This design comes from an exercise in tuning for small area and a short achievable clock period on the open sky130 flow, not from production work. Function was checked by simulation only, so behaviour that the tests miss may differ from the original. No driver is modelled on the clock port, so clocking that relies on it looks cheaper here than on a real chip. Power is estimated from default activity; no workload was simulated.

==> flow/design.v <==
module BRAM_SSP(
		clk, wen, wen_n, rsel, fwd, din, dout
		);
   input          clk;
   input  [255:0] wen;      
   input  [255:0] wen_n;    
   input  [63:0]  rsel;     
   input          fwd;      
   input  [31:0]  din;      
   output [31:0]  dout;     
   wire [31:0] 	  words [0:63];
   genvar w, b;
   generate
      for (w = 0; w < 64; w = w + 1) begin : g_w
	 reg  [31:0] word;
	 wire [31:0] nxt;
	 for (b = 0; b < 32; b = b + 1) begin : g_b
	    c_ao22 u (.a0(wen[4*w+b/8]), .b0(din[b]),
		      .a1(wen_n[4*w+b/8]), .b1(word[b]), .y(nxt[b]));
	 end
	 always @(posedge clk)
	   word <= nxt;
	 assign words[w] = word;
      end
      for (b = 0; b < 32; b = b + 1) begin : g_r
	 wire [22:0] t;
	 wire [5:0]  u;
	 wire [2:0]  v;
	 genvar k;
	 for (k = 0; k < 21; k = k + 1) begin : g_t
	    c_aoi222 a (.a0(rsel[3*k]),   .b0(words[3*k][b]),
			.a1(rsel[3*k+1]), .b1(words[3*k+1][b]),
			.a2(rsel[3*k+2]), .b2(words[3*k+2][b]), .y(t[k]));
	 end
	 c_nand2 a21 (.a(rsel[63]), .b(words[63][b]), .y(t[21]));
	 c_nand2 a22 (.a(fwd), .b(din[b]), .y(t[22]));
	 c_nand4 n0 (.a(t[0]),  .b(t[1]),  .c(t[2]),  .d(t[3]),  .y(u[0]));
	 c_nand4 n1 (.a(t[4]),  .b(t[5]),  .c(t[6]),  .d(t[7]),  .y(u[1]));
	 c_nand4 n2 (.a(t[8]),  .b(t[9]),  .c(t[10]), .d(t[11]), .y(u[2]));
	 c_nand4 n3 (.a(t[12]), .b(t[13]), .c(t[14]), .d(t[15]), .y(u[3]));
	 c_nand4 n4 (.a(t[16]), .b(t[17]), .c(t[18]), .d(t[19]), .y(u[4]));
	 c_nand3 n5 (.a(t[20]), .b(t[21]), .c(t[22]), .y(u[5]));
	 c_nor2  r0 (.a(u[0]), .b(u[1]), .y(v[0]));
	 c_nor2  r1 (.a(u[2]), .b(u[3]), .y(v[1]));
	 c_nor2  r2 (.a(u[4]), .b(u[5]), .y(v[2]));
	 c_nand3 o  (.a(v[0]), .b(v[1]), .c(v[2]), .y(dout[b]));
      end
   endgenerate
endmodule  
module c_ao22(a0, b0, a1, b1, y);
   input a0, b0, a1, b1;
   output y;
   assign y = (a0 & b0) | (a1 & b1);
endmodule
module c_aoi222(a0, b0, a1, b1, a2, b2, y);
   input a0, b0, a1, b1, a2, b2;
   output y;
   assign y = ~((a0 & b0) | (a1 & b1) | (a2 & b2));
endmodule
module c_and4(a, b, c, d, y);
   input a, b, c, d;
   output y;
   assign y = a & b & c & d;
endmodule
module c_and3(a, b, c, y);
   input a, b, c;
   output y;
   assign y = a & b & c;
endmodule
module c_nand4(a, b, c, d, y);
   input a, b, c, d;
   output y;
   assign y = ~(a & b & c & d);
endmodule
module c_nand3(a, b, c, y);
   input a, b, c;
   output y;
   assign y = ~(a & b & c);
endmodule
module c_nand2(a, b, y);
   input a, b;
   output y;
   assign y = ~(a & b);
endmodule
module c_nor2(a, b, y);
   input a, b;
   output y;
   assign y = ~(a | b);
endmodule
module mmu(
	   clk, resetb, dm_we,
	   im_addr, im_do, dm_addr, dm_di, dm_do,
	   dm_be, is_signed,
	   im_addr_out, im_data,
	   io_addr, io_en, io_we, io_data_read, io_data_write
	   );
   input wire clk, resetb, dm_we;
   input wire [31:0] im_addr, dm_addr, dm_di;
   input wire [3:0]  dm_be;
   input wire 	     is_signed;
   output wire [11:2] im_addr_out;
   input wire [31:0]  im_data, io_data_read;
   output reg [31:0]  io_data_write;
   output wire [31:0] dm_do;
   output reg [31:0]  im_do;
   output reg [7:0]   io_addr;
   output reg 	      io_en, io_we;
   assign im_addr_out[11:2] = im_addr[11:2];
   wire is_dm = (dm_addr[31] == 1'b0) && (dm_addr[30:28] != 3'b0);
   wire is_io = (dm_addr[31:8] == 24'h800000);
   wire [31:0] wdata;
   assign wdata[7:0]   = dm_di[7:0];
   assign wdata[15:8]  = dm_be[0] ? dm_di[15:8]  : dm_di[7:0];
   assign wdata[23:16] = dm_be[0] ? dm_di[23:16] : dm_di[7:0];
   assign wdata[31:24] = dm_be[0] ? dm_di[31:24] : (dm_be[2] ? dm_di[15:8] : dm_di[7:0]);
   wire [7:0] a_hi, a_lo;
   genvar k, l;
   generate
      for (k = 0; k < 8; k = k + 1) begin : g_pre
	 assign a_hi[k] = (dm_addr[7:5] == k);
	 assign a_lo[k] = (dm_addr[4:2] == k);
      end
   endgenerate
   wire [3:0]  lane_wr = {4{dm_we & is_dm}} & dm_be;
   wire [7:0]  a_lo_r  = a_lo & {8{~dm_we}};
   wire [31:0] a_lo_w;                  
   wire [255:0] wen, wen_n;
   wire [63:0] rsel;
   generate
      for (k = 0; k < 8; k = k + 1) begin : g_low
	 assign a_lo_w[4*k +: 4] = {4{a_lo[k]}} & lane_wr;
      end
      for (k = 0; k < 64; k = k + 1) begin : g_word
	 for (l = 0; l < 4; l = l + 1) begin : g_lane
	    c_nor2  we_p (.a(~a_hi[k/8]), .b(~a_lo_w[4*(k%8)+l]), .y(wen[4*k+l]));
	    c_nand2 we_n (.a(a_hi[k/8]), .b(a_lo_w[4*(k%8)+l]), .y(wen_n[4*k+l]));
	 end
	 c_nor2 rs (.a(~a_hi[k/8]), .b(~a_lo_r[k%8]), .y(rsel[k]));
      end
   endgenerate
   wire [31:0] ram_do;
   BRAM_SSP ram (
		 .clk(clk), .wen(wen), .wen_n(wen_n), .rsel(rsel), .fwd(dm_we),
		 .din(wdata), .dout(ram_do)
		 );
   wire b0001 = (dm_be == 4'b0001);
   wire b0010 = (dm_be == 4'b0010);
   wire b0011 = (dm_be == 4'b0011);
   wire b0100 = (dm_be == 4'b0100);
   wire b1000 = (dm_be == 4'b1000);
   wire b1100 = (dm_be == 4'b1100);
   wire b1111 = (dm_be == 4'b1111);
   wire [12:0] ctl = {
		      is_signed & b1000,                
		      is_signed & b0010,                
		      is_signed & (b1000 | b1100),      
		      is_signed & b0100,                
		      is_signed & (b0010 | b0011),      
		      is_signed & b0001,                
		      b1111,                            
		      b1100,                            
		      b1111 | b0011,                    
		      b1000,                            
		      b0100 | b1100,                    
		      b0010,                            
		      b1111 | b0011 | b0001             
		      };
   reg [12:0] cm;      
   reg [12:0] ci;      
   reg [31:0] rdata;   
   always @(posedge clk) begin
      cm <= ctl & {13{is_dm}};
      ci <= ctl & {13{is_io}};
      rdata <= ram_do;
      io_addr <= dm_addr[7:0];
      io_data_write <= wdata;
   end
   always @(posedge clk, negedge resetb) begin
      if (!resetb) begin
	 im_do <= 32'h00000013;
	 io_en <= 1'b0;
	 io_we <= 1'b0;
      end
      else begin
	 im_do <= im_data;
	 io_en <= is_io;
	 io_we <= is_io & dm_we;
      end
   end
   wire [31:0] v = io_data_read;
   wire [31:0] d = rdata;
   wire [15:0] st;
   wire        sbv_n, sbd_n, shv_n, shd_n;
   c_nand2 sb0 (.a(ci[7]),  .b(v[7]),  .y(st[0]));
   c_nand2 sb1 (.a(ci[11]), .b(v[15]), .y(st[1]));
   c_nand2 sb2 (.a(ci[9]),  .b(v[23]), .y(st[2]));
   c_nand2 sb3 (.a(ci[12]), .b(v[31]), .y(st[3]));
   c_and4  sbv (.a(st[0]), .b(st[1]), .c(st[2]), .d(st[3]), .y(sbv_n));
   c_nand2 sb4 (.a(cm[7]),  .b(d[7]),  .y(st[4]));
   c_nand2 sb5 (.a(cm[11]), .b(d[15]), .y(st[5]));
   c_nand2 sb6 (.a(cm[9]),  .b(d[23]), .y(st[6]));
   c_nand2 sb7 (.a(cm[12]), .b(d[31]), .y(st[7]));
   c_and4  sbd (.a(st[4]), .b(st[5]), .c(st[6]), .d(st[7]), .y(sbd_n));
   c_nand2 sh0 (.a(ci[7]),  .b(v[7]),  .y(st[8]));
   c_nand2 sh1 (.a(ci[8]),  .b(v[15]), .y(st[9]));
   c_nand2 sh2 (.a(ci[9]),  .b(v[23]), .y(st[10]));
   c_nand2 sh3 (.a(ci[10]), .b(v[31]), .y(st[11]));
   c_and4  shv (.a(st[8]), .b(st[9]), .c(st[10]), .d(st[11]), .y(shv_n));
   c_nand2 sh4 (.a(cm[7]),  .b(d[7]),  .y(st[12]));
   c_nand2 sh5 (.a(cm[8]),  .b(d[15]), .y(st[13]));
   c_nand2 sh6 (.a(cm[9]),  .b(d[23]), .y(st[14]));
   c_nand2 sh7 (.a(cm[10]), .b(d[31]), .y(st[15]));
   c_and4  shd (.a(st[12]), .b(st[13]), .c(st[14]), .d(st[15]), .y(shd_n));
   genvar j;
   generate
      for (j = 0; j < 8; j = j + 1) begin : g_lo
	 wire [7:0] t;
	 wire [1:0] a;
	 c_nand2 t0 (.a(ci[0]), .b(v[j]),    .y(t[0]));
	 c_nand2 t1 (.a(ci[1]), .b(v[8+j]),  .y(t[1]));
	 c_nand2 t2 (.a(ci[2]), .b(v[16+j]), .y(t[2]));
	 c_nand2 t3 (.a(ci[3]), .b(v[24+j]), .y(t[3]));
	 c_nand2 t4 (.a(cm[0]), .b(d[j]),    .y(t[4]));
	 c_nand2 t5 (.a(cm[1]), .b(d[8+j]),  .y(t[5]));
	 c_nand2 t6 (.a(cm[2]), .b(d[16+j]), .y(t[6]));
	 c_nand2 t7 (.a(cm[3]), .b(d[24+j]), .y(t[7]));
	 c_and4  a0 (.a(t[0]), .b(t[1]), .c(t[2]), .d(t[3]), .y(a[0]));
	 c_and4  a1 (.a(t[4]), .b(t[5]), .c(t[6]), .d(t[7]), .y(a[1]));
	 c_nand2 o  (.a(a[0]), .b(a[1]), .y(dm_do[j]));
      end
      for (j = 8; j < 16; j = j + 1) begin : g_mid
	 wire [3:0] t;
	 wire 	    a;
	 c_nand2 t0 (.a(ci[4]), .b(v[j]),    .y(t[0]));
	 c_nand2 t1 (.a(ci[5]), .b(v[j+16]), .y(t[1]));
	 c_nand2 t2 (.a(cm[4]), .b(d[j]),    .y(t[2]));
	 c_nand2 t3 (.a(cm[5]), .b(d[j+16]), .y(t[3]));
	 c_and4  a0 (.a(t[0]), .b(t[1]), .c(t[2]), .d(t[3]), .y(a));
	 c_nand3 o  (.a(a), .b(sbv_n), .c(sbd_n), .y(dm_do[j]));
      end
      for (j = 16; j < 32; j = j + 1) begin : g_hi
	 wire [1:0] t;
	 c_nand2 t0 (.a(ci[6]), .b(v[j]), .y(t[0]));
	 c_nand2 t1 (.a(cm[6]), .b(d[j]), .y(t[1]));
	 c_nand4 o  (.a(t[0]), .b(t[1]), .c(shv_n), .d(shd_n), .y(dm_do[j]));
      end
   endgenerate
endmodule  
==> flow/flow/run.sh <==
#!/bin/bash
set -euo pipefail
export BUFFER_PORTS_ARGS="-buffer_cell sky130_fd_sc_hd__buf_2"
export PRE_IO_PLACEMENT_TCL="$PWD/flow/io.tcl"
bash standard.sh > standard_make.log 2>&1
==> flow/flow/io.tcl <==
# Pin groups: each output beside the input it depends on most.
set_io_pin_constraint -group -order -pin_names {io_data_read[0] dm_do[0] io_data_read[1] dm_do[1] io_data_read[2] dm_do[2] io_data_read[3] dm_do[3] io_data_read[4] dm_do[4] io_data_read[5] dm_do[5] io_data_read[6] dm_do[6] io_data_read[7] dm_do[7] io_data_read[8] dm_do[8] io_data_read[9] dm_do[9] io_data_read[10] dm_do[10] io_data_read[11] dm_do[11] io_data_read[12] dm_do[12] io_data_read[13] dm_do[13] io_data_read[14] dm_do[14] io_data_read[15] dm_do[15] io_data_read[16] dm_do[16] io_data_read[17] dm_do[17] io_data_read[18] dm_do[18] io_data_read[19] dm_do[19] io_data_read[20] dm_do[20] io_data_read[21] dm_do[21] io_data_read[22] dm_do[22] io_data_read[23] dm_do[23] io_data_read[24] dm_do[24] io_data_read[25] dm_do[25] io_data_read[26] dm_do[26] io_data_read[27] dm_do[27] io_data_read[28] dm_do[28] io_data_read[29] dm_do[29] io_data_read[30] dm_do[30] io_data_read[31] dm_do[31]}
set_io_pin_constraint -group -order -pin_names {im_addr[2] im_addr_out[2] im_addr[3] im_addr_out[3] im_addr[4] im_addr_out[4] im_addr[5] im_addr_out[5] im_addr[6] im_addr_out[6] im_addr[7] im_addr_out[7] im_addr[8] im_addr_out[8] im_addr[9] im_addr_out[9] im_addr[10] im_addr_out[10] im_addr[11] im_addr_out[11]}
set_io_pin_constraint -group -order -pin_names {dm_di[0] io_data_write[0] dm_di[1] io_data_write[1] dm_di[2] io_data_write[2] dm_di[3] io_data_write[3] dm_di[4] io_data_write[4] dm_di[5] io_data_write[5] dm_di[6] io_data_write[6] dm_di[7] io_data_write[7] dm_di[8] io_data_write[8] dm_di[9] io_data_write[9] dm_di[10] io_data_write[10] dm_di[11] io_data_write[11] dm_di[12] io_data_write[12] dm_di[13] io_data_write[13] dm_di[14] io_data_write[14] dm_di[15] io_data_write[15] dm_di[16] io_data_write[16] dm_di[17] io_data_write[17] dm_di[18] io_data_write[18] dm_di[19] io_data_write[19] dm_di[20] io_data_write[20] dm_di[21] io_data_write[21] dm_di[22] io_data_write[22] dm_di[23] io_data_write[23] dm_di[24] io_data_write[24] dm_di[25] io_data_write[25] dm_di[26] io_data_write[26] dm_di[27] io_data_write[27] dm_di[28] io_data_write[28] dm_di[29] io_data_write[29] dm_di[30] io_data_write[30] dm_di[31] io_data_write[31]}
set_io_pin_constraint -group -order -pin_names {im_data[0] im_do[0] im_data[1] im_do[1] im_data[2] im_do[2] im_data[3] im_do[3] im_data[4] im_do[4] im_data[5] im_do[5] im_data[6] im_do[6] im_data[7] im_do[7] im_data[8] im_do[8] im_data[9] im_do[9] im_data[10] im_do[10] im_data[11] im_do[11] im_data[12] im_do[12] im_data[13] im_do[13] im_data[14] im_do[14] im_data[15] im_do[15] im_data[16] im_do[16] im_data[17] im_do[17] im_data[18] im_do[18] im_data[19] im_do[19] im_data[20] im_do[20] im_data[21] im_do[21] im_data[22] im_do[22] im_data[23] im_do[23] im_data[24] im_do[24] im_data[25] im_do[25] im_data[26] im_do[26] im_data[27] im_do[27] im_data[28] im_do[28] im_data[29] im_do[29] im_data[30] im_do[30] im_data[31] im_do[31]}
==> flow/standard.sh <==
#!/bin/bash
# synth_recipe.tcl (not shown) runs the flow's synth.tcl, then flattens the netlist and writes it again
# the make line also repeats each setting of config.mk as NAME=value (left out here)
make -C /OpenROAD-flow-scripts/flow DESIGN_CONFIG=/design/flow/config.mk WORK_HOME=/design/flow/orfs CLKGATE_MAP_FILE= SYNTH_SCRIPT=/design/flow/synth_recipe.tcl "${@:-finish}"
==> flow/config.mk <==
export PLATFORM = sky130hd
export DESIGN_NAME = mmu
export DESIGN_NICKNAME = mmu
export VERILOG_FILES = /design/flow/design.v
export SDC_FILE = /design/flow/constraint.sdc
export NUM_CORES = 4
export LEC_CHECK = 0
export CAP_MARGIN = 20
export CORE_MARGIN = 2
export CORE_UTILIZATION = 70
export CTS_CLUSTER_DIAMETER = 100
export CTS_CLUSTER_SIZE = 30
export PLACE_DENSITY = 0.8
export SETUP_SLACK_MARGIN = 2.8
export SLEW_MARGIN = 20
export SYNTH_HIERARCHICAL = 1
==> flow/constraint.sdc <==
create_clock -name core_clock -period 6.0 [get_ports {clk}]
set_input_delay 1.2000 -clock core_clock [delete_from_list [all_inputs] [get_ports {clk}]]
set_output_delay 1.2000 -clock core_clock [all_outputs]
set_load 0.01 [all_outputs]
==> results of run 1 <==
[report_power, final]
group / total [W] / internal [W] / switching [W]
Sequential: 0.0155 / 0.0151 / 0.000405
Combinational: 0.00151 / 0.000565 / 0.000944
Clock: 0.00697 / 0.00269 / 0.00429
Total: 0.0240 / 0.0184 / 0.00564
[cells by family after synthesis]
logic type                after synthesis  share of synthesized area (%)
xor gates and xnor gates                1                         0.0117
AOI/OAI and AO/OA                    2729                           33.0
and+or+nand+nor                      1372                           8.19
DFF                                  2180                           58.5
muxes                                   8                          0.107
buffers and inverters                  39                          0.274
[final timing paths]
path                                startpoint              endpoint  slack [ns]  cells after the start
max                                      dm_we  ram.g_w[62].word[15]        2.57                      6
max in group asynchronous               resetb              im_do[6]        4.91                      1
max reg2reg                ram.g_w[36].word[1]              rdata[1]        4.10                      4
min                        ram.g_w[28].word[0]   ram.g_w[28].word[0]        0.48                      1
min reg2reg                ram.g_w[28].word[0]   ram.g_w[28].word[0]        0.48                      1
min in group asynchronous               resetb             im_do[30]        0.57                      1
[area by class of cell]
cell class | instances | area share (%)
Clock buffer | 93 | 2.73
Sequential cell | 2180 | 53.3
Timing Repair Buffer | 409 | 3.07
Multi-Input combinational cell | 4114 | 38.7
Clock inverter | 1 | 0.0137
Tap cell | 1403 | 2.14
Antenna cell | 3 | 0.00913
Inverter | 10 | 0.0624
[per-module statistics from Yosys (local to each module, per instance), a selection]
| module | copies in the design | flip-flops and latches |
|---|---|---|
| BRAM_SSP | 1 | 2048 |
| c_and4 | 28 | 0 |
| c_ao22 | 2048 | 0 |
| c_aoi222 | 672 | 0 |
| c_nand2 | 472 | 0 |
| c_nand3 | 72 | 0 |
| c_nor2 | 416 | 0 |
| mmu | 1 | 132 |
[per-stage QoR]
stage	utilization [%]	setup WS (ns)	hold slack (ns)	power, W	area, µm²
2_1_floorplan	-	2.43	0.438	0.0165	75200
3_3_place_gp	74.3	1.57	0.451	0.0172	79200
3_5_place_dp	74.3	1.55	0.451	0.0172	79200
4_1_cts	76.8	2.76	0.483	0.0239	81800
5_1_grt	77.1	2.66	0.491	0.0246	82200
6_report	77.1	2.57	0.482	0.0240	82200
[cells in the final DEF, fill, tap and decap left out, types with 37 or more instances in the layout]
cell	instances
nand2_2	37
nor2_2	121
buf_4	163
clkbuf_16	89
nand4_1	177
nand2_1	516
nor2_1	313
dfxtp_1	2144
a22o_1	2048
buf_2	235
nand3_1	71
a222oi_1	672
[worst max-delay path, cell delays in order]
cell	delay, ns
buf_4	0.26
buf_4	0.35
nand4b_1	0.59
nor2_2	0.85
nand2_1	0.44
a22o_1	0.32
[state kept, by name (all words and copies together), names as in the netlist, 8 cells and up]
signal	count
ram.g_w.word	2048
ci	13
io_addr	8
rdata	32
cm	13
io_data_write	32
im_do	32
[layer usage]
metal / up-vias / share of wire, %
li1: 27500 / -
met1: 31600 / 38
met2: 5520 / 43
met3: 823 / 15
met4: 12 / 4.6
met5: - / 0.048
[timing repair]
action,CTS,global route
resized for setup,86,96
pin swaps,11,31
setup buffers,4,9
endpoints found under the setup margin,1416,1185
cloned,3,1
==> run notes, run 1 <==
Crit path max fanout: 20
Setup TNS: 0 ns
Fin crit share: 57.1%
Ys async rst share: 1.56%
Sequential standard cell area: 43,800 µm²
Clk slew on worst S/H paths: 0.11 ns
Final min period: 3.43 ns
Number of max-cap violations: 0
Top cell type's share of synthesized area: 57.3%
Wire per inst: 31.3 µm
GRT busiest layer: met2
First-pass GRT wire length: 380 mm
Initial antenna violation count: 10
DIE HEIGHT: 331 µm
CP Capture Type: flop
Via density: 7.97
F_max: 0.292 GHz
Ratio of cells with drive above 1 in the final layout: 11.0%
Top-count cell post-synth: dfxtp_1
Fill cell total of the finished layout: 7,123
Slew headroom: 23.2%
Synth Cell Area: 75,000 µm²
DRT Wirelength: 257 mm
Top post-synthesis cells by count: dfxtp_1, a22o_1, a222oi_1, nand2_1, nor2_1
CP arrival: 4.04 ns
Clock skew: 0.0133 ns
ANT nets after route: 0
Drt first pass iters: 12
WP data required: 6.61 ns
# port buffers: 241
Worst-Margin Slew: 1.15 ns
Grt ovf: 0
DR iter-0 viols: 14.5k
Initial Util: 70.3%
CTS Buf Count: 82
Vias: 65.4k
Final setup fails: 0
Met3 global-route usage: 13.3%
CTS tree: yes
Crit Path Category: primary input to flop
Vias in the first global route: 60.3k
P_leak: 30.9 nW
GRT Util Overall: 44.2%
Met1 Use GR: 60.6%
Clk Latency, worst-skew pair: 0.72 ns
Die Area: 110,000 µm²
Number of synthesized register bits: 2,180
EDFF count, synth: 0
Worst vdd ir: 0.339 mV
Final Hold Vio Count: 0
Status: timing/DRC/antenna clean
Synth top area cells: dfxtp_1, a22o_1, a222oi_1
Root Buffer Master: clkbuf_16
Slew Limit Fails: 0
H-tree lvl count: 3
Non-filler instance count after layout: 8,213
Post-CTS Hold Fix Bufs: 0
Multi-input gate area: 31,800 µm²
Placed cells: 8,099
CP Launch Type: primary input
Core area: 107,000 µm²
Synth Warn #: 8
Worst Hold Class: flop to flop
Final GP Congestion: 1.02
Syn Nets: 6,497
DRC viols: 0
RSZ-0062 raised after global routing: yes
Largest net degree at the start of global routing: 68
Area leader, netlist: dfxtp_1
Gate Count Post-Synth: 6,329
Clock Sinks: 2,180
Final HPWL DP: 171 mm
DIE WIDTH: 331 µm
Post-synth cell types: 42
Rows: 120
I/O Pins: 284
Pwr per Cell Area: 292 nW/µm²
Layout area overhead: 9.66%
Syn_area_per_cell: 11.8 µm²
Post-layout nets: 6,965
CTS Buffer Depth: 3
GR Util met2: 65.5%
Ys flop type: dfxtp_1
Sequential share of the synthesized area: 58.5%
==> run 2: changes to the inputs <==
--- a/flow/flow/run.sh
+++ b/flow/flow/run.sh
@@ -4,2 +4,4 @@
 export PRE_IO_PLACEMENT_TCL="$PWD/flow/io.tcl"
+export FASTROUTE_TCL="$PWD/flow/fastroute.tcl"
+export POST_CTS_TCL="$PWD/flow/post_cts.tcl"
 bash standard.sh > standard_make.log 2>&1
==> flow/flow/fastroute.tcl (new file) <==
# Global routing layer capacities: reserve more of met1 and met2 for pin
# access, so that global routes use met3 and met4 more.
set_global_routing_layer_adjustment met1 0.45
set_global_routing_layer_adjustment met2 0.3
set_global_routing_layer_adjustment met3-met5 0.15
set_routing_layers -clock met3-met5
set_routing_layers -signal met1-met5
==> flow/flow/post_cts.tcl (new file) <==
# After CTS (sourced by ORFS's cts step through POST_CTS_TCL): further setup
# repair in steps of rising margin, then legalize the placement again.
estimate_parasitics -placement
proc my_wns {} { return [sta::time_sta_ui [sta::worst_slack_cmd max]] }
puts "post_cts: start wns [my_wns] area [rsz::design_area]"
foreach m {2.9 3.0 3.1 3.2} {
  repair_timing -setup -setup_margin $m -repair_tns 100 -match_cell_footprint -verbose
  puts "post_cts: margin $m wns [my_wns] area [rsz::design_area]"
}
detailed_placement
check_placement -verbose
estimate_parasitics -placement
puts "post_cts: end wns [my_wns] area [rsz::design_area]"
==> run notes, run 2 <==
Setup TNS: 0 ns
Clk pwr share: 29.0%
Final setup fails: 0
Hold path depth: 1
Clock Sinks: 2,180
WP data required: 6.59 ns
Worst Hold Class: flop to flop
Most flop-heavy register: ram.g_w.word
Status: timing/DRC/antenna clean
F_max: 0.317 GHz
CP Capture Type: flop
FF-to-FF path depth: 4
Number of synthesized register bits: 2,180
DRC viols: 0
Drt first pass iters: 10
Non-filler instance count after layout: 8,244
DP Worst Slack: 1.47 ns
Adder-cell share of the synthesized area: 0%
Top post-synthesis cells by count: dfxtp_1, a22o_1, a222oi_1, nand2_1, nor2_1
Pwr per Cell Area: 289 nW/µm²
# port buffers: 241
Initial Util: 70.3%
Gate Count Post-Synth: 6,329
Placed cells: 8,091
Syn Nets: 6,497
DIE HEIGHT: 331 µm
Clk slew on worst S/H paths: 0.11 ns
Area leader, netlist: dfxtp_1
Worst r2r dst: rdata[27]
Number of max-cap violations: 0
Reg-to-reg critical path startpoint: ram.g_w[12].word[27]
DR iter-0 viols: 10.2k
Largest net degree at the start of global routing: 69
Logic pwr share: 6.5%
Wire per inst: 32.0 µm
Clock skew: 0.0177 ns
Sequential power share: 64.5%
NetSw: 0.00569 W
R2R Setup Slk: 4.15 ns
Final WS setup: 2.85 ns
CP Launch Type: primary input
Worst vdd ir: 0.290 mV
RSZ-0062 raised after global routing: no
Sequential share of the synthesized area: 58.5%
Internal Power: 0.0184 W
Core area: 107,000 µm²
Largest family of logic cells by synthesized area: compound AO/OA/AOI/OAI gates
Ys flop type: dfxtp_1
DIE WIDTH: 331 µm
Die Area: 110,000 µm²
GRT Util Overall: 53.3%
Post-synth cell types: 42
Commonest cells after routing, fill and taps aside: dfxtp_1, a22o_1, a222oi_1
Final HPWL DP: 172 mm
P_leak: 31.4 nW
Rows: 120
Final min period: 3.15 ns
Most common cell after layout, fill and taps aside: dfxtp_1
ANT nets after route: 0
Top cell type's share of synthesized area: 57.3%
Fin crit share: 52.6%
EDFF count, synth: 0
Hold path endpoint: ram.g_w[63].word[17]
Vias: 65.0k
Mux share of post-synthesis cell area: 0.107%
Simple-Gate Fraction of Synth Area: 8.19%
Crit path max fanout: 32
First-pass GRT wire length: 393 mm
CP arrival: 3.75 ns
Tot Pwr: 0.0241 W
Via density: 7.88
DRT Wirelength: 264 mm
Ys async rst share: 1.56%
Crit Path Category: primary input to flop
Slew Limit Fails: 0
I/O Pins: 284
Synth Warn #: 8
Post-layout nets: 6,995
Final Hold Vio Count: 0
Clk Latency, worst-skew pair: 0.73 ns
Initial antenna violation count: 10
Grt ovf: 0
Hold_sp: ram.g_w[63].word[17]
Sw Share: 23.6%
Layout area overhead: 11.1%
Max reg flops: 2,048
Top-count cell post-synth: dfxtp_1
Vias in the first global route: 65.4k
Final GP Congestion: 1.04
Synth Cell Area: 75,000 µm²
Syn_area_per_cell: 11.8 µm²
Slew headroom: 29.0%
XOR/XNOR Fraction of Synth Area: 0.0117%
CTS tree: yes
Synth top area cells: dfxtp_1, a22o_1, a222oi_1
Ratio of cells with drive above 1 in the final layout: 13.0%
Compound-cell area share of the yosys netlist: 33.0%
Worst-Margin Slew: 1.07 ns
-- run 2: cell counts after synthesis --
No cell type changed its count.
-- run 2: cell type report --
class	count	area (µm²)
sequential	2180	43900
multi-input combinational	4119	32200
fill	6998	23300
timing repair buffer	432	3160
clock buffer	92	2200
tap	1403	1760
inverter	10	57.6
clock inverter	3	47.5
timing repair inverter	2	15.0
antenna	3	7.51
-- run 2: routing by layer --
metal | vias up | routed length (µm) | track usage, %
li1 | 27600 | - | -
met1 | 31200 | 92100 | 74.0
met2 | 4910 | 107000 | 73.9
met3 | 1228 | 45100 | 31.9
met4 | 18 | 19300 | 30.0
met5 | - | 135 | 0
-- run 2: power groups by stage --
stage / clock network [W] / logic, W / registers (W)
floorplan: 0 / 0.000819 / 0.0157
global placement: 0 / 0.00135 / 0.0158
detailed placement: 0 / 0.00141 / 0.0158
global route: 0.00743 / 0.00164 / 0.0156
finish: 0.00698 / 0.00157 / 0.0155
-- run 2: critical path: stages --
cell and delay (ns):
buf_4 0.24, and3b_2 0.28, nand2_4 0.18, buf_4 0.19
nor2_2 0.04, buf_4 0.25, a222oi_1 0.57, nand4_1 0.36
nor2_1 0.30, nand3_1 0.12
-- run 2: kinds of logic (layout without fill, tap and decap cells) --
logic type	Yosys count	after routing
DFF	2180	2180
other	0	3
xor gates and xnor gates	1	1
muxes	8	8
and+or+nand+nor	1372	1381
buffers and inverters	39	539
AOI/OAI and AO/OA	2729	2729
-- run 2: how the worst max path moves through the flow --
stage / start / end / depth (start not counted)
detailed placement: dm_we / ram.g_w[58].word[0] / 6
floorplan: dm_addr[6] / rdata[0] / 6
global placement: dm_we / ram.g_w[54].word[6] / 6
global route: io_data_read[31] / dm_do[11] / 5
finish: dm_addr[3] / rdata[27] / 10
-- run 2: through the flow --
stage / cell area [µm²] / hold slack, ns / utilization [%]
after floorplan: 75200 / 0.438 / -
after global placement: 79200 / 0.451 / 74.3
after detailed placement: 79200 / 0.451 / 74.3
after global routing: 83300 / 0.489 / 78.1
final: 83300 / 0.482 / 78.1
-- run 2: per-module statistics from Yosys, one instance, submodules excluded --
module	flip-flops and latches	area, µm²
BRAM_SSP	2048	41000
c_nand4	0	6.26
mmu	132	4260
c_and4	0	8.76
c_nand2	0	3.75
c_aoi222	0	10.0
c_ao22	0	8.76
c_nand3	0	5.00
c_nor2	0	3.75
==> run 3: changes to the inputs <==
--- a/flow/flow/run.sh
+++ b/flow/flow/run.sh
@@ -2,3 +2,3 @@
 set -euo pipefail
-export BUFFER_PORTS_ARGS="-buffer_cell sky130_fd_sc_hd__buf_2"
+export BUFFER_PORTS_ARGS="-buffer_cell sky130_fd_sc_hd__buf_1"
 export PRE_IO_PLACEMENT_TCL="$PWD/flow/io.tcl"
--- a/flow/flow/post_cts.tcl
+++ b/flow/flow/post_cts.tcl
@@ -5,3 +5,3 @@
 puts "post_cts: start wns [my_wns] area [rsz::design_area]"
-foreach m {2.9 3.0 3.1 3.2} {
+foreach m {2.9 3.0 3.1 3.2 3.3 3.4} {
   repair_timing -setup -setup_margin $m -repair_tns 100 -match_cell_footprint -verbose
--- a/flow/config.mk
+++ b/flow/config.mk
@@ -13,3 +13,3 @@
 export PLACE_DENSITY = 0.8
-export SETUP_SLACK_MARGIN = 2.8
+export SETUP_SLACK_MARGIN = 3.1
 export SLEW_MARGIN = 20
==> run notes, run 3 <==
Final core occ: 79.7%
Clk Latency, worst-skew pair: 0.73 ns
Final GP Congestion: 1.01
Layout area overhead: 13.3%
Ys async rst share: 1.56%
Worst Hold Class: flop to flop
Placed cells: 8,095
Grt ovf: 0
EDFF count, synth: 0
Commonest cells after routing, fill and taps aside: dfxtp_1, a22o_1, a222oi_1
DIE WIDTH: 331 µm
Slew headroom: 25.8%
Multi-input gate area: 32,500 µm²
Number of synthesized register bits: 2,180
P_leak: 31.6 nW
Gate Count Post-Synth: 6,329
Crit. Startpoint: io_data_read[15]
Hold_ws: 0.479 ns
Sequential share of the synthesized area: 58.5%
Area leader, netlist: dfxtp_1
Most flop-heavy register: ram.g_w.word
Max reg flops: 2,048
CP Cell Sequence: buf_12 -> nand2_2 -> and4_4 -> nand3_2 -> buf_2
Crit Path Category: primary input to primary output
First-pass GRT wire length: 404 mm
Worst vdd ir: 0.298 mV
DR iter-0 viols: 10.2k
Final HPWL DP: 173 mm
Number of max-cap violations: 0
Fill cell total of the finished layout: 6,578
Hold path depth: 1
FF-to-FF path depth: 4
Reg-to-reg critical path startpoint: ram.g_w[39].word[18]
ANT nets after route: 0
Post-synth cell types: 42
Final setup fails: 0
Buf+Inv Stages, Crit Path: 2
DRC viols: 0
# port buffers: 241
RSZ-0062 raised after global routing: yes
Most common cell after layout, fill and taps aside: dfxtp_1
Sequential standard cell area: 43,900 µm²
Largest net degree at the start of global routing: 68
Initial antenna violation count: 12
Die Area: 110,000 µm²
Wire per inst: 33.0 µm
DIE HEIGHT: 331 µm
CTS tree: yes
Status: timing/DRC/antenna clean
CP arrival: 1.98 ns
Synth Cell Area: 75,000 µm²
Ys flop type: dfxtp_1
Final Hold Vio Count: 0
Fin crit share: 52.9%
Crit path max fanout: 8
F_max: 0.315 GHz
Syn Nets: 6,497
Drt first pass iters: 14
R2R Setup Slk: 4.12 ns
Core area: 107,000 µm²
Slowest cell delay on critical path: 0.35 ns
Crit path max-delay family: simple AND/OR/NAND/NOR gates
Synth Warn #: 8
CP Launch Type: primary input
Setup TNS: 0 ns
CP Capture Type: primary output
Vias: 66.3k
Post-layout nets: 7,081
Top post-synthesis cells by count: dfxtp_1, a22o_1, a222oi_1, nand2_1, nor2_1
Worst r2r dst: rdata[18]
WP data required: 4.80 ns
Setup crit end: dm_do[8]
Ratio of cells with drive above 1 in the final layout: 12.3%
Final min period: 3.18 ns
Via density: 7.95
Clock skew: 0.0331 ns
DRT Wirelength: 275 mm
I/O Pins: 284
Critical Path Stages: 5
CP max stage cell: and4_4
Synth top area cells: dfxtp_1, a22o_1, a222oi_1
Initial Util: 70.3%
Worst-Margin Slew: 1.11 ns
Top cell type's share of synthesized area: 57.3%
Rows: 120
Pwr per Cell Area: 284 nW/µm²
Non-filler instance count after layout: 8,334
Slew Limit Fails: 0
Top-count cell post-synth: dfxtp_1
Clk slew on worst S/H paths: 0.10 ns
Clock Sinks: 2,180
Vias in the first global route: 66.4k
GRT Util Overall: 55.2%
Syn_area_per_cell: 11.8 µm²
-- run 3: cell counts after synthesis --
No cell type changed its count.
-- run 3: layout make-up --
type	count	share of cell area, %
clock inverter	3	0.0427
antenna	11	0.0324
multi-input combinational	4118	38.3
clock buffer	88	2.49
timing repair buffer	520	5.30
tap	1403	2.07
timing repair inverter	1	0.00884
inverter	10	0.0855
sequential	2180	51.7
-- run 3: per-module statistics from Yosys, one instance, submodules excluded --
| module | times used | cells | flops+latches | area, µm² |
|---|---|---|---|---|
| c_and4 | 28 | 1 | 0 | 8.76 |
| BRAM_SSP | 1 | 2048 | 2048 | 41000 |
| c_nand3 | 72 | 1 | 0 | 5.00 |
| c_nand4 | 176 | 1 | 0 | 6.26 |
| c_nor2 | 416 | 1 | 0 | 3.75 |
| c_nand2 | 472 | 1 | 0 | 3.75 |
| c_ao22 | 2048 | 1 | 0 | 8.76 |
| c_aoi222 | 672 | 1 | 0 | 10.0 |
| mmu | 1 | 397 | 132 | 4260 |
-- run 3: stage by stage --
step	total power, W	setup WS, ns	area (µm²)
global placement	0.0171	1.26	79000
finish	0.0241	2.82	84900
global route	0.0246	2.82	84900
floorplan	0.0165	2.43	75300
detailed placement	0.0172	1.22	79000
-- run 3: per-layer routing --
| layer | GRT usage (%) | part of all wire, % |
|---|---|---|
| met5 | 1.30 | 0.14 |
| met4 | 35.8 | 8.5 |
| met3 | 33.5 | 18 |
| met2 | 74.5 | 40 |
| met1 | 75.2 | 34 |
-- run 3: power breakdown --
part,internal [W],switching (W)
sequential,0.0151,0.000422
combinational,0.000634,0.00102
clock,0.00256,0.00435
-- run 3: worst min-delay path by stage --
stage / from / end / slack, ns
floorplan: ram.g_w[0].word[0] / ram.g_w[0].word[0] / 0.44
global placement: ram.g_w[42].word[31] / ram.g_w[42].word[31] / 0.45
detailed placement: ram.g_w[63].word[8] / ram.g_w[63].word[8] / 0.45
global route: ram.g_w[22].word[11] / ram.g_w[22].word[11] / 0.49
finish: ram.g_w[58].word[3] / ram.g_w[58].word[3] / 0.48
-- run 3: cell families after synthesis --
group,after synthesis,synth area share (%)
compound gates,2729,33.0
flops,2180,58.5
simple gates,1372,8.19
buf+inv,39,0.274
mux,8,0.107
xor+xnor,1,0.0117
-- run 3: worst register-to-register path: stages (launching register included) --
cell and delay, ns:
dfxtp_1 0.36, a222oi_1 0.55, nand4_1 0.40, nor2_4 0.34
nand3_2 0.10
==> run 4: changes to the inputs <==
--- a/flow/design.v
+++ b/flow/design.v
@@ -102,3 +102,3 @@
    input wire [31:0]  im_data, io_data_read;
-   output reg [31:0]  io_data_write;
+   output wire [31:0] io_data_write;
    output wire [31:0] dm_do;
@@ -124,3 +124,4 @@
    wire [3:0]  lane_wr = {4{dm_we & is_dm}} & dm_be;
-   wire [7:0]  a_lo_r  = a_lo & {8{~dm_we}};
+   wire        ld_dm   = ~dm_addr[31] & ~dm_we;
+   wire [7:0]  a_lo_r  = a_lo & {8{ld_dm}};
    wire [31:0] a_lo_w;                  
@@ -142,3 +143,3 @@
    BRAM_SSP ram (
-		 .clk(clk), .wen(wen), .wen_n(wen_n), .rsel(rsel), .fwd(dm_we),
+		 .clk(clk), .wen(wen), .wen_n(wen_n), .rsel(rsel), .fwd(~ld_dm),
 		 .din(wdata), .dout(ram_do)
@@ -169,3 +170,3 @@
    reg [12:0] ci;      
-   reg [31:0] rdata;   
+   reg [31:0] rdata;
    always @(posedge clk) begin
@@ -175,3 +176,2 @@
       io_addr <= dm_addr[7:0];
-      io_data_write <= wdata;
    end
@@ -191,2 +191,3 @@
    wire [31:0] d = rdata;
+   assign io_data_write = rdata;
    wire [15:0] st;
--- a/flow/flow/run.sh
+++ b/flow/flow/run.sh
@@ -2,3 +2,3 @@
 set -euo pipefail
-export BUFFER_PORTS_ARGS="-buffer_cell sky130_fd_sc_hd__buf_1"
+export BUFFER_PORTS_ARGS="-buffer_cell sky130_fd_sc_hd__buf_2"
 export PRE_IO_PLACEMENT_TCL="$PWD/flow/io.tcl"
--- a/flow/flow/post_cts.tcl
+++ b/flow/flow/post_cts.tcl
@@ -5,3 +5,3 @@
 puts "post_cts: start wns [my_wns] area [rsz::design_area]"
-foreach m {2.9 3.0 3.1 3.2 3.3 3.4} {
+foreach m {2.9 3.0 3.1 3.2} {
   repair_timing -setup -setup_margin $m -repair_tns 100 -match_cell_footprint -verbose
--- a/flow/config.mk
+++ b/flow/config.mk
@@ -13,3 +13,3 @@
 export PLACE_DENSITY = 0.8
-export SETUP_SLACK_MARGIN = 3.1
+export SETUP_SLACK_MARGIN = 2.8
 export SLEW_MARGIN = 20
==> run notes, run 4 <==
Wire per inst: 32.6 µm
Fin crit share: 54.7%
Final GP Congestion: 1.07
Clock skew: 0.0280 ns
Finished Cell Area: 83,100 µm²
Logic pwr share: 6.6%
Vias in the first global route: 64.9k
I/O Pins: 284
ANT nets after route: 0
Initial Util: 70.6%
Die Area: 109,000 µm²
Internal Power: 0.0181 W
Core area: 105,000 µm²
Ys flop type: dfxtp_1
Top cell type's share of synthesized area: 56.9%
Post-layout nets: 6,987
Final WS setup: 2.72 ns
Top post-synthesis cells by count: dfxtp_1, a22o_1, a222oi_1, nand2_1, nor2_1
Layout area overhead: 11.7%
Slew headroom: 29.2%
Commonest cells after routing, fill and taps aside: dfxtp_1, a22o_1, a222oi_1
DIE WIDTH: 330 µm
F_max: 0.305 GHz
Crit Path Category: primary input to flop
Most common cell after layout, fill and taps aside: dfxtp_1
# port buffers: 241
Area leader, netlist: dfxtp_1
Max reg flops: 2,048
Number of max-cap violations: 0
Top flop regs: ram.g_w.word x2048, im_do x32, rdata x32
Grt ovf: 0
Sequential power share: 64.4%
Status: timing/DRC/antenna clean
Via density: 7.93
Worst Hold Class: flop to flop
Tot Pwr: 0.0238 W
P_leak: 31.2 nW
Pwr per Cell Area: 286 nW/µm²
Sequential share of the synthesized area: 58.0%
Synth Warn #: 8
First-pass GRT wire length: 395 mm
Number of synthesized register bits: 2,148
CP Launch Type: primary input
Setup TNS: 0 ns
Crit path max fanout: 20
Hold_ws: 0.480 ns
Synth Cell Area: 74,400 µm²
Clock Sinks: 2,148
Multi-input gate area: 32,500 µm²
Syn_area_per_cell: 11.8 µm²
Worst-Margin Slew: 1.06 ns
Sequential standard cell area: 43,200 µm²
Vias: 65.2k
Most flop-heavy register: ram.g_w.word
WP data required: 6.51 ns
Clk pwr share: 29.1%
DRC viols: 0
Gate Count Post-Synth: 6,304
Slew Limit Fails: 0
GRT Util Overall: 54.8%
Initial antenna violation count: 10
Sw Share: 23.8%
Final HPWL DP: 172 mm
Syn Nets: 6,472
Rows: 119
Synth top area cells: dfxtp_1, a22o_1, a222oi_1
CTS tree: yes
Worst vdd ir: 0.281 mV
EDFF count, synth: 0
Final setup fails: 0
DP Worst Slack: 1.41 ns
Top-count cell post-synth: dfxtp_1
Final min period: 3.28 ns
DIE HEIGHT: 330 µm
DR iter-0 viols: 9,643
Ys async rst share: 1.58%
NetSw: 0.00567 W
Clk slew on worst S/H paths: 0.11 ns
Placed Area: 78,600 µm²
RSZ-0062 raised after global routing: no
Drt first pass iters: 29
Final Hold Vio Count: 0
Fill cell total of the finished layout: 6,735
Largest net degree at the start of global routing: 67
CP arrival: 3.79 ns
CP Capture Type: flop
Post-synth cell types: 44
Clk Latency, worst-skew pair: 0.74 ns
Ratio of cells with drive above 1 in the final layout: 14.0%
DRT Wirelength: 268 mm
==> run 4: cell types whose count changed in the layout (fill, tap and decap cells not counted), moves of 15 or more <==
cell,delta
buf_2,+176
buf_1,-170
buf_12,-28
dfxtp_1,-21
nor2_2,+17
clkbuf_2,-16
nor2_1,-15
==> run 4: final cells by class <==
class	count	share of cell area, %
Sequential cell	2148	52.0
Multi-Input combinational cell	4125	39.1
Timing Repair Buffer	451	4.06
Clock buffer	91	2.64
Tap cell	1391	2.09
Inverter	11	0.0767
Clock inverter	2	0.0301
Timing Repair inverter	1	0.00903
Antenna cell	2	0.00602
==> run 4: worst paths after layout <==
| check | cells after the start | slack (ns) | startpoint | end |
|---|---|---|---|---|
| max in group asynchronous | 1 | 4.99 | resetb | im_do[18] |
| setup / recovery | 9 | 2.72 | dm_addr[5] | rdata[17] |
| hold / removal | 1 | 0.48 | ram.g_w[4].word[24] | ram.g_w[4].word[24] |
| hold reg to reg | 1 | 0.48 | ram.g_w[4].word[24] | ram.g_w[4].word[24] |
| min in group asynchronous | 1 | 0.53 | resetb | io_we |
| setup reg to reg | 4 | 3.96 | ram.g_w[53].word[17] | rdata[17] |
==> run 4: metrics by stage <==
stage,utilization [%],std cells
global route,78.9,8222
detailed placement,74.6,8055
finish,78.9,8222
floorplan,-,6304
global placement,74.6,8055
==> run 4: logic make-up after synthesis <==
family	count (synthesis)	share of synthesized area [%]
AOI/OAI and AO/OA	2729	33.2
xor gates and xnor gates	1	0.0118
buffers and inverters	40	0.301
DFF	2148	58.0
muxes	8	0.108
and+or+nand+nor	1378	8.35
==> run 4: power by group through the flow <==
stage	Clock [W]	Sequential [W]	Combinational (W)
after floorplan	0	0.0155	0.000822
after global placement	0	0.0156	0.00133
after detailed placement	0	0.0156	0.00139
after global routing	0.00733	0.0154	0.00163
final	0.00692	0.0153	0.00157
==> run 4: Yosys stat by module (local to each module, per instance) <==
module | area, µm² | times used
c_nand3 | 5.00 | 72
BRAM_SSP | 41000 | 1
c_nand2 | 3.75 | 472
mmu | 3710 | 1
c_and4 | 8.76 | 28
c_aoi222 | 10.0 | 672
c_nand4 | 6.26 | 176
c_nor2 | 3.75 | 416
c_ao22 | 8.76 | 2048
==> run 4: metal layers <==
metal | vias up | share of wire [%] | wire [µm] | global-route usage, %
met2 | 5023 | 40 | 107000 | 74.1
met1 | 31200 | 35 | 92400 | 75.6
met4 | 15 | 9.5 | 25600 | 37.9
li1 | 27600 | - | - | -
met5 | - | 0.066 | 176 | 0.826
met3 | 1373 | 16 | 43000 | 30.9
==> run 4: critical path, stage by stage <==
cell and delay, ns:
buf_8 0.17, nand3_2 0.32, buf_12 0.31, nor2_2 0.18
buf_4 0.26, a222oi_1 0.47, nand4_1 0.31, nor2_2 0.25
nand3_1 0.28
==> run 5: changes to the inputs <==
--- a/flow/flow/run.sh
+++ b/flow/flow/run.sh
@@ -5,3 +5,2 @@
 export FASTROUTE_TCL="$PWD/flow/fastroute.tcl"
-export POST_CTS_TCL="$PWD/flow/post_cts.tcl"
 bash standard.sh > standard_make.log 2>&1
removed: flow/flow/post_cts.tcl
==> run notes, run 5 <==
First-pass GRT wire length: 384 mm
CTS tree: yes
Number of synthesized register bits: 2,148
Ys async rst share: 1.58%
Syn_area_per_cell: 11.8 µm²
DIE HEIGHT: 330 µm
Top cell type's share of synthesized area: 56.9%
Finished Cell Area: 81,900 µm²
Worst Hold Class: flop to flop
Gate Count Post-Synth: 6,304
Worst r2r dst: rdata[14]
Post-layout nets: 6,950
CTS Buffer Depth: 3
Via density: 7.87
Initial Util: 70.6%
Initial antenna violation count: 8
CP max stage cell: nand2_1
Hold path depth: 1
Sw Share: 23.6%
Clock skew: 0.0249 ns
Fill cell total of the finished layout: 6,988
Sequential share of the synthesized area: 58.0%
Slew Limit Fails: 0
Area leader, netlist: dfxtp_1
Adder-cell share of the synthesized area: 0%
XOR/XNOR Fraction of Synth Area: 0.0118%
GRT Util Overall: 53.2%
Synth Warn #: 8
Wire per inst: 31.9 µm
Post-synth cell types: 44
Hold_sp: ram.g_w[27].word[29]
Reg-to-reg critical path startpoint: ram.g_w[9].word[14]
Hold_ws: 0.478 ns
Crit path max-delay family: simple AND/OR/NAND/NOR gates
Final HPWL DP: 172 mm
Largest net degree at the start of global routing: 67
Tot Pwr: 0.0237 W
Top flop regs: ram.g_w.word x2048, im_do x32, rdata x32
FF-to-FF path depth: 4
R2R Setup Slk: 3.99 ns
Clk Latency, worst-skew pair: 0.73 ns
Ys flop type: dfxtp_1
Fin crit share: 57.8%
Final Hold Vio Count: 0
Mux share of post-synthesis cell area: 0.108%
Internal Power: 0.0181 W
Most flop-heavy register: ram.g_w.word
Sequential power share: 64.6%
Commonest cells after routing, fill and taps aside: dfxtp_1, a22o_1, a222oi_1
Final GP Congestion: 1.07
Core area: 105,000 µm²
Buf+Inv Stages, Crit Path: 2
Max reg flops: 2,048
F_max: 0.288 GHz
CP Launch Type: primary input
Final min period: 3.47 ns
WP data required: 6.67 ns
Worst vdd ir: 0.268 mV
Rows: 119
Synth Cell Area: 74,400 µm²
Status: timing/DRC/antenna clean
Clk slew on worst S/H paths: 0.11 ns
# port buffers: 241
Non-filler instance count after layout: 8,188
Root Buffer Master: clkbuf_16
DIE WIDTH: 330 µm
Ratio of cells with drive above 1 in the final layout: 11.4%
P_leak: 30.7 nW
Clk pwr share: 29.1%
Vias: 64.4k
Slew headroom: 25.3%
Placed cells: 8,055
Layout area overhead: 10.0%
Slowest cell delay on critical path: 0.74 ns
Drt first pass iters: 27
DRT Wirelength: 261 mm
ANT nets after route: 0
Clock Sinks: 2,148
CP Capture Type: flop
Compound-cell area share of the yosys netlist: 33.2%
H-tree lvl count: 3
CP Cell Sequence: buf_2 -> inv_2 -> nor4b_2 -> nand2_1 -> nor2_1 -> a22o_1
Hold path endpoint: ram.g_w[27].word[29]
DRC viols: 0
Syn Nets: 6,472
Crit path max fanout: 8
Simple-Gate Fraction of Synth Area: 8.35%
Largest family of logic cells by synthesized area: compound AO/OA/AOI/OAI gates
Die Area: 109,000 µm²
CTS Buf Count: 81
Sequential standard cell area: 43,200 µm²
Top-count cell post-synth: dfxtp_1
Grt ovf: 0
Logic pwr share: 6.3%
Vias in the first global route: 63.7k
Most common cell after layout, fill and taps aside: dfxtp_1
Multi-input gate area: 32,000 µm²
EDFF count, synth: 0
Final setup fails: 0
Worst-Margin Slew: 1.12 ns
Synth top area cells: dfxtp_1, a22o_1, a222oi_1
DR iter-0 viols: 9,145
Top post-synthesis cells by count: dfxtp_1, a22o_1, a222oi_1, nand2_1, nor2_1
RSZ-0062 raised after global routing: yes
NetSw: 0.00560 W
CP arrival: 4.14 ns
Number of max-cap violations: 0
Placed Area: 78,600 µm²
Setup TNS: 0 ns
Crit Path Category: primary input to flop
Pwr per Cell Area: 289 nW/µm²
I/O Pins: 284
run 5: changes by cell type in the layout (fill, tap and decap cells not counted), sizes merged, moves of 2 or more:
cell / before / now
buf: 449 / 416
bufbuf: 2 / 0
nand2: 564 / 562
clkinvlp: 7 / 5
diode: 2 / 5
clkbuf: 91 / 95
run 5: Yosys stat by module (local to each module, per instance):
module    cells inside  flops+latches
BRAM_SSP          2048           2048
c_and4               1              0
c_ao22               1              0
c_aoi222             1              0
c_nand2              1              0
c_nand3              1              0
c_nand4              1              0
c_nor2               1              0
mmu                372            100
run 5: kinds of logic (layout without fill, tap and decap cells):
family          after synthesis  count (layout)
flops                      2148            2148
buf+inv                      40             524
simple gates               1378            1382
other cells                   0               5
xor+xnor                      1               1
mux                           8               8
compound gates             2729            2729
run 5: worst max path at each step:
stage,startpoint,endpoint,cells past startpoint
final,dm_we,ram.g_w[49].word[8],6
after global routing,dm_we,ram.g_w[41].word[15],6
after CTS,dm_we,ram.g_w[51].word[29],6
after detailed placement,dm_addr[3],rdata[9],9
after global placement,dm_addr[3],rdata[9],9
after floorplan,dm_addr[6],rdata[0],6
run 5: stage by stage:
stage                     utilization, %  setup slack (ns)
after floorplan                        -              2.43
after global placement              74.6              1.45
after detailed placement            74.6              1.41
after CTS                           77.0              2.72
after global routing                77.7              2.54
final                               77.7              2.53
run 5: power groups by stage:
stage               logic (W)  clock network (W)  registers [W]
finish                0.00150            0.00689         0.0153
global placement      0.00133                  0         0.0156
CTS                   0.00140            0.00687         0.0153
floorplan            0.000822                  0         0.0155
global route          0.00156            0.00733         0.0154
detailed placement    0.00139                  0         0.0156
run 5: metal layers:
layer / part of all wire, % / vias to the layer above / wire length, µm / global-route usage [%]
met5: 0.14 / - / 368 / 2.43
met4: 9.7 / 16 / 25400 / 36.6
met2: 40 / 4742 / 104000 / 71.9
li1: - / 27500 / - / -
met1: 35 / 30900 / 91300 / 74.6
met3: 15 / 1298 / 40300 / 28.5
run 5: layout make-up:
type	instances	area share, %
Tap cell	1391	2.13
Clock buffer	91	2.68
Multi-Input combinational cell	4120	39.1
Antenna cell	5	0.0153
Inverter	11	0.0733
Clock inverter	2	0.0306
Sequential cell	2148	52.7
Timing Repair Buffer	420	3.25
run 5: timing repair:
item	CTS	global route
gates cloned	1	3
setup endpoints to repair	601	1776
buffers inserted	9	21
hold buffers	0	0
resized for setup	90	135
pin swaps	11	38
==> run 6: changes to the inputs <==
--- a/flow/design.v
+++ b/flow/design.v
@@ -58,2 +58,7 @@
    assign y = ~((a0 & b0) | (a1 & b1) | (a2 & b2));
+endmodule
+module c_and2(a, b, y);
+   input a, b;
+   output y;
+   assign y = a & b;
 endmodule
@@ -102,3 +107,3 @@
    input wire [31:0]  im_data, io_data_read;
-   output wire [31:0] io_data_write;
+   output reg [31:0]  io_data_write;
    output wire [31:0] dm_do;
@@ -123,11 +128,15 @@
    endgenerate
-   wire [3:0]  lane_wr = {4{dm_we & is_dm}} & dm_be;
-   wire        ld_dm   = ~dm_addr[31] & ~dm_we;
-   wire [7:0]  a_lo_r  = a_lo & {8{ld_dm}};
-   wire [31:0] a_lo_w;                  
+   wire [3:0]   lane_wr = {4{dm_we & is_dm}} & dm_be;
+   wire 	rd_n = dm_we;
+   wire [31:0]  a_lo_w, a_lo_w_n;        
+   wire [7:0] 	a_lo_r_n;                
    wire [255:0] wen, wen_n;
-   wire [63:0] rsel;
+   wire [63:0]  rsel;
    generate
       for (k = 0; k < 8; k = k + 1) begin : g_low
-	 assign a_lo_w[4*k +: 4] = {4{a_lo[k]}} & lane_wr;
+	 for (l = 0; l < 4; l = l + 1) begin : g_lane
+	    c_nand2 wn (.a(a_lo[k]), .b(lane_wr[l]), .y(a_lo_w_n[4*k+l]));
+	    c_and2  wp (.a(a_lo[k]), .b(lane_wr[l]), .y(a_lo_w[4*k+l]));
+	 end
+	 c_nand2 rn (.a(a_lo[k]), .b(~rd_n), .y(a_lo_r_n[k]));
       end
@@ -135,6 +144,6 @@
 	 for (l = 0; l < 4; l = l + 1) begin : g_lane
-	    c_nor2  we_p (.a(~a_hi[k/8]), .b(~a_lo_w[4*(k%8)+l]), .y(wen[4*k+l]));
-	    c_nand2 we_n (.a(a_hi[k/8]), .b(a_lo_w[4*(k%8)+l]), .y(wen_n[4*k+l]));
-	 end
-	 c_nor2 rs (.a(~a_hi[k/8]), .b(~a_lo_r[k%8]), .y(rsel[k]));
+	    c_nor2  we_p (.a(~a_hi[k/8]), .b(a_lo_w_n[4*(k%8)+l]), .y(wen[4*k+l]));
+	    c_nand2 we_n (.a(a_hi[k/8]),  .b(a_lo_w[4*(k%8)+l]),   .y(wen_n[4*k+l]));
+	 end
+	 c_nor2 rs (.a(~a_hi[k/8]), .b(a_lo_r_n[k%8]), .y(rsel[k]));
       end
@@ -143,3 +152,3 @@
    BRAM_SSP ram (
-		 .clk(clk), .wen(wen), .wen_n(wen_n), .rsel(rsel), .fwd(~ld_dm),
+		 .clk(clk), .wen(wen), .wen_n(wen_n), .rsel(rsel), .fwd(dm_we),
 		 .din(wdata), .dout(ram_do)
@@ -170,3 +179,3 @@
    reg [12:0] ci;      
-   reg [31:0] rdata;
+   reg [31:0] rdata;   
    always @(posedge clk) begin
@@ -176,2 +185,3 @@
       io_addr <= dm_addr[7:0];
+      io_data_write <= wdata;
    end
@@ -191,3 +201,2 @@
    wire [31:0] d = rdata;
-   assign io_data_write = rdata;
    wire [15:0] st;
--- a/flow/flow/run.sh
+++ b/flow/flow/run.sh
@@ -5,2 +5,3 @@
 export FASTROUTE_TCL="$PWD/flow/fastroute.tcl"
+export POST_CTS_TCL="$PWD/flow/post_cts.tcl"
 bash standard.sh > standard_make.log 2>&1
==> flow/flow/post_cts.tcl (new file) <==
# After CTS (sourced by ORFS's cts step through POST_CTS_TCL): further setup
# repair in steps of rising margin, then legalize the placement again.
estimate_parasitics -placement
proc my_wns {} { return [sta::time_sta_ui [sta::worst_slack_cmd max]] }
puts "post_cts: start wns [my_wns] area [rsz::design_area]"
foreach m {2.9 3.0 3.1 3.2} {
  repair_timing -setup -setup_margin $m -repair_tns 100 -match_cell_footprint -verbose
  puts "post_cts: margin $m wns [my_wns] area [rsz::design_area]"
}
detailed_placement
check_placement -verbose
estimate_parasitics -placement
puts "post_cts: end wns [my_wns] area [rsz::design_area]"
==> run notes, run 6 <==
Via density: 7.95
Post-synth cell types: 34
Post-layout nets: 6,962
Crit path max fanout: 32
CP Capture Type: flop
Syn Nets: 6,478
Reg-to-reg critical path startpoint: ram.g_w[42].word[21]
Ys async rst share: 1.56%
Clock skew: 0.0196 ns
DIE HEIGHT: 331 µm
DRT Wirelength: 271 mm
Clk slew on worst S/H paths: 0.11 ns
Initial Util: 70.8%
Synth Warn #: 8
Slew Limit Fails: 0
Synth top area cells: dfxtp_1, a22o_1, a222oi_1
Layout area overhead: 11.5%
Hold_sp: ram.g_w[49].word[3]
Final Hold Vio Count: 0
Vias: 65.2k
Area leader, netlist: dfxtp_1
Final min period: 3.21 ns
Ratio of cells with drive above 1 in the final layout: 14.5%
RSZ-0062 raised after global routing: no
CP max stage cell: a222oi_1
DR iter-0 viols: 9,280
Number of max-cap violations: 0
Crit Path Category: primary input to flop
Placed cells: 8,056
F_max: 0.311 GHz
Non-filler instance count after layout: 8,202
CP Cell Sequence: buf_4 -> nor3b_1 -> buf_4 -> nand2_8 -> nor2_2 -> buf_6 -> a222oi_1 -> nand4_1 -> nor2_2 -> nand3_1
Worst Hold Class: flop to flop
DRC viols: 0
Fill cell total of the finished layout: 6,788
Most flop-heavy register: ram.g_w.word
Multi-input gate area: 32,500 µm²
Max reg flops: 2,048
Slowest cell delay on critical path: 0.67 ns
Rows: 119
Final GP Congestion: 1.03
Core area: 106,000 µm²
Sequential share of the synthesized area: 58.5%
Hold path endpoint: ram.g_w[49].word[3]
Commonest cells after routing, fill and taps aside: dfxtp_1, a22o_1, a222oi_1
Clk Latency, worst-skew pair: 0.72 ns
Worst-Margin Slew: 1.12 ns
Vias in the first global route: 65.4k
Syn_area_per_cell: 11.9 µm²
Sequential standard cell area: 43,900 µm²
Pwr per Cell Area: 289 nW/µm²
Fin crit share: 53.5%
I/O Pins: 284
Drt first pass iters: 10
FF-to-FF path depth: 4
DIE WIDTH: 331 µm
Number of synthesized register bits: 2,180
Top-count cell post-synth: dfxtp_1
Clock Sinks: 2,180
Synth Cell Area: 74,900 µm²
# port buffers: 241
Largest net degree at the start of global routing: 68
Hold path depth: 1
P_leak: 31.3 nW
Setup TNS: 0 ns
Final setup fails: 0
Worst vdd ir: 0.256 mV
Worst r2r dst: rdata[21]
Grt ovf: 0
R2R Setup Slk: 4.04 ns
Initial antenna violation count: 20
Final HPWL DP: 174 mm
CTS tree: yes
CP arrival: 3.81 ns
WP data required: 6.60 ns
Top cell type's share of synthesized area: 57.4%
ANT nets after route: 0
First-pass GRT wire length: 397 mm
Gate Count Post-Synth: 6,310
EDFF count, synth: 0
GRT Util Overall: 54.9%
Ys flop type: dfxtp_1
Top post-synthesis cells by count: dfxtp_1, a22o_1, a222oi_1, nand2_1, nor2_1
Most common cell after layout, fill and taps aside: dfxtp_1
Die Area: 110,000 µm²
Slew headroom: 23.9%
CP Launch Type: primary input
Status: timing/DRC/antenna clean
Wire per inst: 33.0 µm
==> run 6: cell count changes in the layout (fill, tap and decap cells not counted), sizes merged, moves of 5 or more <==
cell	change
dfxtp	+32
nor2	-32
and2	+31
buf	-6
clkbuf	-5
==> run 6: routing by layer <==
layer  wire length [µm]  share of wire, %  up-vias  GRT usage (%)
li1                   -                 -    27500              -
met1              91300                34    31400           73.2
met2             108000                40     4984           73.9
met3              47900                18     1311           35.3
met4              23100               8.5       30           35.5
met5                437              0.16        -           1.65
==> run 6: logic make-up after synthesis <==
logic type / after synthesis / synth area share [%]
and+or+nand+nor: 1362 / 8.15
xor gates and xnor gates: 1 / 0.0117
AOI/OAI and AO/OA: 2729 / 33.0
muxes: 8 / 0.107
DFF: 2180 / 58.5
buffers and inverters: 30 / 0.224
==> run 6: Yosys stat by module, one instance, submodules excluded <==
module | cell area, µm² | flops+latches
BRAM_SSP | 41000 | 2048
mmu | 3830 | 132
c_aoi222 | 10.0 | 0
c_and4 | 8.76 | 0
c_ao22 | 8.76 | 0
c_and2 | 6.26 | 0
c_nand4 | 6.26 | 0
c_nand3 | 5.00 | 0
c_nand2 | 3.75 | 0
c_nor2 | 3.75 | 0
==> run 6: how the worst max path moves through the flow <==
stage / start / endpoint / slack [ns]
global placement: dm_addr[6] / rdata[12] / 1.75
floorplan: dm_addr[5] / rdata[24] / 2.43
global route: io_data_read[7] / dm_do[8] / 2.82
finish: dm_addr[3] / rdata[21] / 2.79
detailed placement: dm_addr[4] / rdata[21] / 1.71
==> run 6: power breakdown <==
part | total, W | internal, W | switching (W)
Combinational | 0.00166 | 0.000626 | 0.00104
Clock | 0.00695 | 0.00263 | 0.00432
Sequential | 0.0155 | 0.0151 | 0.000407
==> run 6: critical path, delay by kind of cell <==
kind / cells / cell delay [ns]
AO/OA/AOI/OAI: 1 / 0.67
buffers and inverters: 3 / 0.59
AND/OR/NAND/NOR: 6 / 1.31
==> run 6: layout make-up <==
class	count	area share, %
diodes	9	0.0270
clock buffers	90	2.62
clock inverters	2	0.0240
inverters	9	0.0719
multi-input cells	4109	38.9
flip-flops and latches	2180	52.5
well taps	1391	2.08
repair buffers	411	3.69
repair inverters	1	0.00899
==> run 6: per-stage QoR <==
step	area [µm²]	utilization [%]	hold slack (ns)	total power, W	setup WS (ns)
2_1_floorplan	75100	-	0.438	0.0165	2.43
3_3_place_gp	79100	74.8	0.450	0.0172	1.75
3_5_place_dp	79100	74.8	0.451	0.0172	1.71
5_1_grt	83500	79.0	0.491	0.0247	2.82
6_report	83500	79.0	0.480	0.0241	2.79

## what the ideal ports hide
The flow's constraints put no driver on any port. The routed layouts listed below were extracted and timed again, unchanged, in two steps.
Step 1 assumes that a clkbuf_16 drives the clock port and a buf_2 every other input.
Step 2 times the ports against the registers' clock, not the clock port: input delays grow and output delays shrink by t, the midpoint of the rising clock arrivals with the driver on.
Slacks: ideal ports / drivers / drivers and shift; pairs: ideal ports / drivers.
run	t (ns)	setup slack, ns	clock arrival spread, ns	worst data-port slew with drivers (ns)
run 1	0.790	2.574 / 2.621 / 1.832	0.019 / 0.019	0.06
run 2	0.800	2.845 / 2.803 / 2.089	0.028 / 0.028	0.07
run 3	0.797	2.824 / 2.755 / 1.958	0.045 / 0.045	0.30
run 4	0.802	2.719 / 2.760 / 1.957	0.031 / 0.031	0.13
run 5	0.799	2.531 / 2.569 / 1.770	0.031 / 0.030	0.14
run 6	0.792	2.788 / 2.786 / 1.994	0.025 / 0.025	0.26
After both steps every run listed still meets setup and hold. For run 3, which loses most, drivers alone change the setup slack by -0.069 ns; drivers and shift together by -0.866 ns.
